Source: an optimization exercise on an open RTL-to-GDS flow (aim: small area, a short achievable clock period and few clock cycles per item). Production flows keep margins and buffers that such runs may drop.
The RTL was checked by simulation tests, not by an equivalence proof against the original design.
No activity file was given, so power comes from the tool's default toggle rates.

Setup of the reference run:
Design cache, start of the top module:
module cache(
    clk,
    proc_reset,
    proc_read,
    proc_write,
    proc_addr,
    proc_rdata,
    proc_wdata,
    proc_stall,
    mem_read,
    mem_write,
    mem_addr,
    mem_rdata,
    mem_wdata,
    mem_ready
);
    input          clk;
    input          proc_reset;
    input          proc_read, proc_write;
    input   [29:0] proc_addr;
    input   [31:0] proc_wdata;
    output         proc_stall;
    output  [31:0] proc_rdata;
    input  [127:0] mem_rdata;
    input          mem_ready;
    output         mem_read, mem_write;
    output  [27:0] mem_addr;
    output [127:0] mem_wdata;
    integer i, k;
    reg [127:0] data_r  [0:7];
    reg  [25:0] tag_r   [0:7];
    reg   [7:0] valid_r;
    reg   [7:0] dirty_r;
    reg   [3:0] lru_r;           
    reg         done_r, wb_r, rd_r;
    reg         mrd_r;           
    reg         stall_r;         
    reg   [7:0] hw_r;            
    reg   [7:0] vs_r;            
    reg         vw0_r, vw1_r;    
    reg   [7:0] fl_r;            
    reg   [3:0] so_r;            
    reg   [3:0] sw_r;            
    reg         way_r;           
    reg  [31:0] rdata_r;
    reg  [27:0] maddr_r;
    reg [127:0] mwdata_r;
    wire  [1:0] idx    = proc_addr[3:2];
    wire  [1:0] off    = proc_addr[1:0];
    wire [25:0] tag_in = proc_addr[29:4];
    wire        req    = proc_read | proc_write;
    wire        look   = ~(done_r | rd_r);
    wire [3:0] sset  = 4'b0001 << idx;
    wire [3:0] sword = 4'b0001 << off;
    reg [3:0] vict_set, vdirty_set;
    always @(*) begin
        for (i = 0; i < 4; i = i + 1) begin
            vict_set[i] = valid_r[2*i] ? (valid_r[2*i+1] ? lru_r[i] : 1'b1) : 1'b0;
  ...
Size: ~3,900 cells after synthesis, ~1,500 flip-flops, ~390 I/O pins, ~60,000 µm² of cells after synthesis.
export LEC_CHECK = 0
export CAP_MARGIN = 20
export CORE_MARGIN = 2
export CORE_UTILIZATION = 60
export CTS_CLUSTER_DIAMETER = 100
export CTS_CLUSTER_SIZE = 25
export SLEW_MARGIN = 20
export SYNTH_HIERARCHICAL = 1
export SYNTH_MINIMUM_KEEP_SIZE = 0
export TNS_END_PERCENT = 5
create_clock -name core_clock -period 8.0 [get_ports {clk}]
standard.sh (not shown) runs the stock make flow with config.mk's settings and CLKGATE_MAP_FILE= SYNTH_SCRIPT=/design/flow/synth_recipe.tcl, a recipe that flattens the netlist after the stock synthesis.
==> flow/flow/run.sh <==
#!/bin/bash
set -euo pipefail
bash standard.sh MATCH_CELL_FOOTPRINT=0 SETUP_SLACK_MARGIN=5.5 \
  "BUFFER_PORTS_ARGS=-buffer_cell sky130_fd_sc_hd__buf_2" \
  "CTS_ARGS=-sink_clustering_enable -repair_clock_nets -sink_clustering_size 25 -sink_clustering_max_diameter 100 -dont_use_dummy_load" \
  finish > standard.log 2>&1
Testbench counts of the reference run, summed over its fixed seeds: cycles 94,456, requests 18,000.
Input-level comparison between the trial run and the reference run:
--- a/flow/design.v
+++ b/flow/design.v
@@ -34,13 +34,12 @@
     reg   [3:0] lru_r;           
     reg         done_r, wb_r, rd_r;
     reg         mrd_r;           
     reg         stall_r;         
     reg   [7:0] hw_r;            
     reg   [7:0] vs_r;            
-    reg         vw0_r, vw1_r;    
     reg   [7:0] fl_r;            
     reg   [3:0] so_r;            
     reg   [3:0] sw_r;            
     reg         way_r;           
     reg  [31:0] rdata_r;
     reg  [27:0] maddr_r;
@@ -117,13 +116,13 @@
         for (gb = 0; gb < 32; gb = gb + 1) begin : g_word
             sel_ao5 u0(.s(sword0c[gb/8]), .d({blk0[96+gb], blk0[64+gb], blk0[32+gb], blk0[gb]}), .f(fetch), .m(wm[gb]), .y(w0x[gb]));
             sel_ao4 u1(.s(swordc[gb/8]), .d({blk1[96+gb], blk1[64+gb], blk1[32+gb], blk1[gb]}), .y(w1[gb]));
             sel_ao4 um(.s(so_r), .d({mem_rdata[96+gb], mem_rdata[64+gb], mem_rdata[32+gb], mem_rdata[gb]}), .y(wm[gb]));
         end
     endgenerate
-    wire [127:0] vblk = ({128{vw1_r}} & blk1) | ({128{vw0_r}} & blk0);
+    wire [127:0] vblk = vict ? blk1 : blk0;
     reg  [25:0] vtag;
     always @(*) begin
         vtag = 26'd0;
         for (i = 0; i < 8; i = i + 1)
             vtag = vtag | ({26{vs_r[i]}} & tag_r[i]);
     end
@@ -141,20 +140,21 @@
         for (k = 0; k < 4; k = k + 1)
             din[32*k +: 32] = sw_r[k] ? proc_wdata : mem_rdata[32*k +: 32];
     end
     wire  [27:0] maddr_n;
     wire [127:0] mwdata_n;
     wire         maddr_ld = mem_ready | ~(rd_r | wb_r);
+    wire         mw_ld = look & ~wb_busy;
     wire  [27:0] maddr_d = {rd_r ? vtag : tag_in, idx};
     genvar gm;
     generate
         for (gm = 0; gm < 28; gm = gm + 1) begin : g_maddr
             hold_mux u(.ld(maddr_ld), .q(maddr_r[gm]), .d(maddr_d[gm]), .y(maddr_n[gm]));
         end
         for (gm = 0; gm < 128; gm = gm + 1) begin : g_mwdata
-            hold_mux u(.ld(fetch), .q(mwdata_r[gm]), .d(vblk[gm]), .y(mwdata_n[gm]));
+            hold_mux u(.ld(mw_ld), .q(mwdata_r[gm]), .d(vblk[gm]), .y(mwdata_n[gm]));
         end
     endgenerate
     wire        rst_n = ~proc_reset;
     wire        go_rd = rst_n & look & req & ~wb_busy;   
     wire        rd_on = rst_n & rd_r & ~mem_ready;       
     wire        go_dn = rst_n & look & req;              
@@ -179,27 +179,25 @@
         end
     endgenerate
     wire [63:0] den;
     genvar ge;
     generate
         for (ge = 0; ge < 64; ge = ge + 1) begin : g_den
-            g_ao22 u(.a(fl_r[ge/8]), .b(mem_ready), .c(hw_r[ge/8]), .d(sw_r[(ge%8)/2]), .y(den[ge]));
+            g_ao21 u(.a(hw_r[ge/8]), .b(sw_r[(ge%8)/2]), .c(fl_r[ge/8]), .y(den[ge]));
         end
     endgenerate
     always @(posedge clk) begin
         rd_r     <= rd_n;
         mrd_r    <= mrd_n;
         fl_r     <= fl_n;
         done_r   <= done_n;
         stall_r  <= stall_n;
         way_r    <= way_n;
         hw_r     <= hw_n;
         rdata_r  <= rdata_n;
         vs_r     <= vsel;
-        vw1_r    <= vict;
-        vw0_r    <= ~vict;
         so_r     <= sword;
         sw_r     <= sword & {4{proc_write}};
         maddr_r  <= maddr_n;
         mwdata_r <= mwdata_n;
         for (i = 0; i < 8; i = i + 1) begin
             for (k = 0; k < 8; k = k + 1)
@@ -283,15 +281,12 @@
 module dec4(input [1:0] a, output [3:0] y);
     assign y = 4'b0001 << a;
 endmodule
 module dec4e(input [1:0] a, input e, output [3:0] y);
     assign y = {4{e}} & (4'b0001 << a);
 endmodule
-module g_ao22(input a, input b, input c, input d, output y);
-    assign y = (a & b) | (c & d);
-endmodule
 module g_and3(input a, input b, input c, output y);
     assign y = a & b & c;
 endmodule
 module g_ao21(input a, input b, input c, output y);
     assign y = (a & b) | c;
 endmodule
## What came out
Diff the reference run -> the trial run | wire length after detailed routing | down slightly. | data arrival time of the critical path | lower: the reference run |. The trial run vs. the reference run: power went down by 2.8%. Delta (the trial run minus the reference run): length of routed wiring on met1 decreased 3.4%; x dimension of the die climbed 1.9 µm. The trial run vs the reference run: switching power down. Delta (the trial run minus the reference run): sequential power went down; worst-case reg-to-reg path depth went down. Looking at net switching fraction of the power, the trial run sits 0.68 points lower than the reference run does. Diff the reference run -> the trial run | sequential share of layout area | decrease of 0.38 points. Delta (the trial run minus the reference run): initial antenna violation count moved up, final worst-path cycle share shows an increase of 0.58 points, area of the core region shows an increase of 1.4%, utilization after layout fell by 0.54 points.
Testbench counts of the trial run, summed over its fixed seeds: cycles 94,456, requests 18,000.

---

## exp/quartz
Another version of the RTL of cache (not shown whole).
Size: about 1500 flip-flops, ~390 I/O pins, roughly 60000 µm² of cells after synthesis.
==> module cache, before the edit <==
module cache(
    clk,
    proc_reset,
    proc_read,
    proc_write,
    proc_addr,
    proc_rdata,
    proc_wdata,
    proc_stall,
    mem_read,
    mem_write,
    mem_addr,
    mem_rdata,
    mem_wdata,
    mem_ready
);
    input          clk;
    input          proc_reset;
    input          proc_read, proc_write;
    input   [29:0] proc_addr;
    input   [31:0] proc_wdata;
    output         proc_stall;
    output  [31:0] proc_rdata;
    input  [127:0] mem_rdata;
    input          mem_ready;
    output         mem_read, mem_write;
    output  [27:0] mem_addr;
    output [127:0] mem_wdata;
    integer i, k;
    reg [127:0] data_r  [0:7];
    reg  [25:0] tag_r   [0:7];
    reg   [7:0] valid_r;
    reg   [7:0] dirty_r;
    reg   [3:0] lru_r;           
    reg         done_r, wb_r, rd_r;
    reg         stall_r;         
    reg   [7:0] hw_r;            
    reg   [7:0] vs_r;            
    reg   [3:0] sw_r;            
    reg         way_r;           
    reg  [31:0] rdata_r;
    reg  [27:0] maddr_r;
    reg [127:0] mwdata_r;
    wire  [1:0] idx    = proc_addr[3:2];
    wire  [1:0] off    = proc_addr[1:0];
    wire [25:0] tag_in = proc_addr[29:4];
    wire        req    = proc_read | proc_write;
    wire        look   = ~(done_r | rd_r);
    wire [3:0] sset  = 4'b0001 << idx;
    wire [3:0] sword = 4'b0001 << off;
    reg [3:0] vict_set, vdirty_set;
    always @(*) begin
        for (i = 0; i < 4; i = i + 1) begin
            vict_set[i] = valid_r[2*i] ? (valid_r[2*i+1] ? lru_r[i] : 1'b1) : 1'b0;
            vdirty_set[i] = vict_set[i] ? (valid_r[2*i+1] & dirty_r[2*i+1])
                                        : (valid_r[2*i] & dirty_r[2*i]);
        end
    end
    reg [7:0] hv;        
    reg [7:0] vsel;      
    always @(*) begin
        for (i = 0; i < 8; i = i + 1) begin
            hv[i] = sset[i/2] & valid_r[i] & (tag_r[i] == tag_in);
            vsel[i] = sset[i/2] & (vict_set[i/2] == i[0]);
        end
    end
    wire hit0 = hv[0] | hv[2] | hv[4] | hv[6];
    wire hit1 = hv[1] | hv[3] | hv[5] | hv[7];
    wire hit  = hit0 | hit1;
    wire vict       = |(sset & vict_set);
    wire vict_dirty = |(sset & vdirty_set);
    reg [127:0] blk0, blk1;
    reg  [25:0] vtag;
    always @(*) begin
        blk0 = 128'd0;
        blk1 = 128'd0;
        vtag = 26'd0;
        for (i = 0; i < 4; i = i + 1) begin
            blk0 = blk0 | ({128{sset[i]}} & data_r[2*i]);
            blk1 = blk1 | ({128{sset[i]}} & data_r[2*i+1]);
        end
        for (i = 0; i < 8; i = i + 1)
            vtag = vtag | ({26{vsel[i]}} & tag_r[i]);
    end
    wire [127:0] vblk = vict ? blk1 : blk0;
    reg [31:0] w0, w1, wm;
    always @(*) begin
        w0 = 32'd0;
        w1 = 32'd0;
        wm = 32'd0;
        for (k = 0; k < 4; k = k + 1) begin
            w0 = w0 | ({32{sword[k]}} & blk0[32*k +: 32]);
            w1 = w1 | ({32{sword[k]}} & blk1[32*k +: 32]);
            wm = wm | ({32{sword[k]}} & mem_rdata[32*k +: 32]);
        end
    end
    wire wb_busy = wb_r & ~mem_ready;    
    wire miss = look & req & ~hit;
    wire fill = rd_r & mem_ready;
    wire to_done = (look & req & hit) | fill;
    wire to_rd = (miss & ~wb_busy) | (rd_r & ~mem_ready);
    wire to_wb = (fill & vict_dirty) | wb_busy;
    assign proc_stall = stall_r;
    assign proc_rdata = rdata_r;
    assign mem_write  = wb_r;
    assign mem_read   = rd_r;
    assign mem_addr   = maddr_r;
    assign mem_wdata  = mwdata_r;
    reg [127:0] din;
    always @(*) begin
        for (k = 0; k < 4; k = k + 1)
            din[32*k +: 32] = sw_r[k] ? proc_wdata : mem_rdata[32*k +: 32];
    end
    wire whit = done_r;
    always @(posedge clk) begin
        hw_r     <= hv & {8{proc_write}};
        rdata_r  <= hit1 ? w1 : (rd_r ? wm : w0);
        vs_r     <= vsel;
        sw_r     <= sword & {4{proc_write}};
        way_r    <= rd_r ? vict : hit1;
        if (fill | (~rd_r & ~wb_busy))
            maddr_r <= {rd_r ? vtag : tag_in, idx};
        if (fill)
            mwdata_r <= vblk;
        for (i = 0; i < 8; i = i + 1) begin
            for (k = 0; k < 4; k = k + 1)
                if ((vs_r[i] & fill) | (hw_r[i] & whit & sw_r[k]))
                    data_r[i][32*k +: 32] <= din[32*k +: 32];
            if (vs_r[i] & fill)
                tag_r[i] <= tag_in;
            if ((vs_r[i] & fill) | (hw_r[i] & whit))
                dirty_r[i] <= proc_write;
        end
        for (i = 0; i < 4; i = i + 1)
            if (sset[i] & done_r)
                lru_r[i] <= ~way_r;
    end
    always @(posedge clk) begin
        if (proc_reset) begin
            done_r  <= 1'b0;
            wb_r    <= 1'b0;
            rd_r    <= 1'b0;
            stall_r <= 1'b1;
            valid_r <= 8'd0;
        end else begin
            done_r  <= to_done;
            wb_r    <= to_wb;
            rd_r    <= to_rd;
            stall_r <= ~to_done;
            for (i = 0; i < 8; i = i + 1)
                if (vs_r[i] & fill)
                    valid_r[i] <= 1'b1;
        end
    end
endmodule
clock: 8.0 ns
lec_check: 0
cap_margin: 20
core_margin: 2
core_utilization: 60
cts_cluster_diameter: 100
cts_cluster_size: 25
setup_slack_margin: 5.0
slew_margin: 20
tns_end_percent: 5
==> flow/flow/run.sh <==
#!/bin/bash
# The standard layout, with three changes: ports are buffered with buf_2
# cells instead of the default delay-buffer cells; the resizer may swap cells
# across footprints (so those buffers can be resized like any other cell);
# and clock tree synthesis adds no dummy loads.
set -euo pipefail
bash standard.sh MATCH_CELL_FOOTPRINT=0 \
  "BUFFER_PORTS_ARGS=-buffer_cell sky130_fd_sc_hd__buf_2" \
  "CTS_ARGS=-sink_clustering_enable -repair_clock_nets -sink_clustering_size 25 -sink_clustering_max_diameter 100 -dont_use_dummy_load" \
  finish > standard.log 2>&1
Testbench counts of exp/quartz, summed over its fixed seeds: cycles 94,456, requests 18,000.
Relative to exp/quartz, the following input files were edited for exp/harbor:
--- a/flow/design.v
+++ b/flow/design.v
@@ -37,4 +37,7 @@
     reg   [7:0] hw_r;            
     reg   [7:0] vs_r;            
+    reg         vw_r;            
+    reg   [7:0] fl_r;            
+    reg   [3:0] so_r;            
     reg   [3:0] sw_r;            
     reg         way_r;           
@@ -81,7 +84,7 @@
         end
         for (i = 0; i < 8; i = i + 1)
-            vtag = vtag | ({26{vsel[i]}} & tag_r[i]);
+            vtag = vtag | ({26{vs_r[i]}} & tag_r[i]);
     end
-    wire [127:0] vblk = vict ? blk1 : blk0;
+    wire [127:0] vblk = vw_r ? blk1 : blk0;
     reg [31:0] w0, w1, wm;
     always @(*) begin
@@ -92,5 +95,5 @@
             w0 = w0 | ({32{sword[k]}} & blk0[32*k +: 32]);
             w1 = w1 | ({32{sword[k]}} & blk1[32*k +: 32]);
-            wm = wm | ({32{sword[k]}} & mem_rdata[32*k +: 32]);
+            wm = wm | ({32{so_r[k]}} & mem_rdata[32*k +: 32]);
         end
     end
@@ -112,9 +115,10 @@
             din[32*k +: 32] = sw_r[k] ? proc_wdata : mem_rdata[32*k +: 32];
     end
-    wire whit = done_r;
     always @(posedge clk) begin
-        hw_r     <= hv & {8{proc_write}};
+        hw_r     <= hv & {8{proc_write & look}};
         rdata_r  <= hit1 ? w1 : (rd_r ? wm : w0);
         vs_r     <= vsel;
+        vw_r     <= vict;
+        so_r     <= sword;
         sw_r     <= sword & {4{proc_write}};
         way_r    <= rd_r ? vict : hit1;
@@ -125,9 +129,9 @@
         for (i = 0; i < 8; i = i + 1) begin
             for (k = 0; k < 4; k = k + 1)
-                if ((vs_r[i] & fill) | (hw_r[i] & whit & sw_r[k]))
+                if ((fl_r[i] & mem_ready) | (hw_r[i] & sw_r[k]))
                     data_r[i][32*k +: 32] <= din[32*k +: 32];
-            if (vs_r[i] & fill)
+            if (fl_r[i] & mem_ready)
                 tag_r[i] <= tag_in;
-            if ((vs_r[i] & fill) | (hw_r[i] & whit))
+            if ((fl_r[i] & mem_ready) | hw_r[i])
                 dirty_r[i] <= proc_write;
         end
@@ -143,5 +147,7 @@
             stall_r <= 1'b1;
             valid_r <= 8'd0;
+            fl_r    <= 8'd0;
         end else begin
+            fl_r    <= vsel & {8{to_rd}};
             done_r  <= to_done;
             wb_r    <= to_wb;
@@ -149,5 +155,5 @@
             stall_r <= ~to_done;
             for (i = 0; i < 8; i = i + 1)
-                if (vs_r[i] & fill)
+                if (fl_r[i] & mem_ready)
                     valid_r[i] <= 1'b1;
         end
==> comparison <==
- Where via count is concerned, exp/quartz is outperformed by exp/harbor.
- Sequential share of power in exp/harbor vs exp/quartz: up 0.4 points
- Delta (exp/harbor minus exp/quartz): final area went down by about 4.6%, power per cell area went up by about 6%, post-route total power went up by 1.0%, global-route met1 utilization went down by 5.1 points.
Testbench counts of exp/harbor, summed over its fixed seeds: cycles 94,456, requests 18,000.

[separate check: timing with driven ports]
In the flow no input, the clock included, has a driving cell. The finished layouts below were timed again as built, in two steps.
Step 1 sets driving cells, clkbuf_16 on the clock port and buf_2 on the other inputs (assumed; they add their load-dependent delay and slew).
Step 2 moves the port delays by t, midway between the first and last clock arrival at a register: inputs arrive t later, outputs are due t later. That takes back most of the time a late clock gives input paths.
Three values: no drivers, after step 1, after step 2; two values: the first two.
| run | t, ns | setup slack, ns | hold WS [ns] | worst register clock-pin slew, ns | worst data-port slew with drivers (ns) |
|---|---|---|---|---|---|
| the reference run | 0.719 | 5.151 / 4.849 / 4.130 | 0.485 / 0.485 / 0.485 | 0.10 / 0.10 | 0.50 |
| the trial run | 0.736 | 5.105 / 4.744 / 4.008 | 0.482 / 0.482 / 0.482 | 0.11 / 0.11 | 0.47 |
| exp/quartz | 0.743 | 4.702 / 4.443 / 3.700 | 0.553 / 0.553 / 0.553 | 0.11 / 0.11 | 0.45 |
| exp/harbor | 0.736 | 4.632 / 4.494 / 3.758 | 0.505 / 0.505 / 0.505 | 0.10 / 0.10 | 0.36 |
After both steps setup and hold are still met in every run listed. The setup slack of the trial run, which loses most, moves by -0.361 ns with the drivers and by -1.097 ns with both steps.
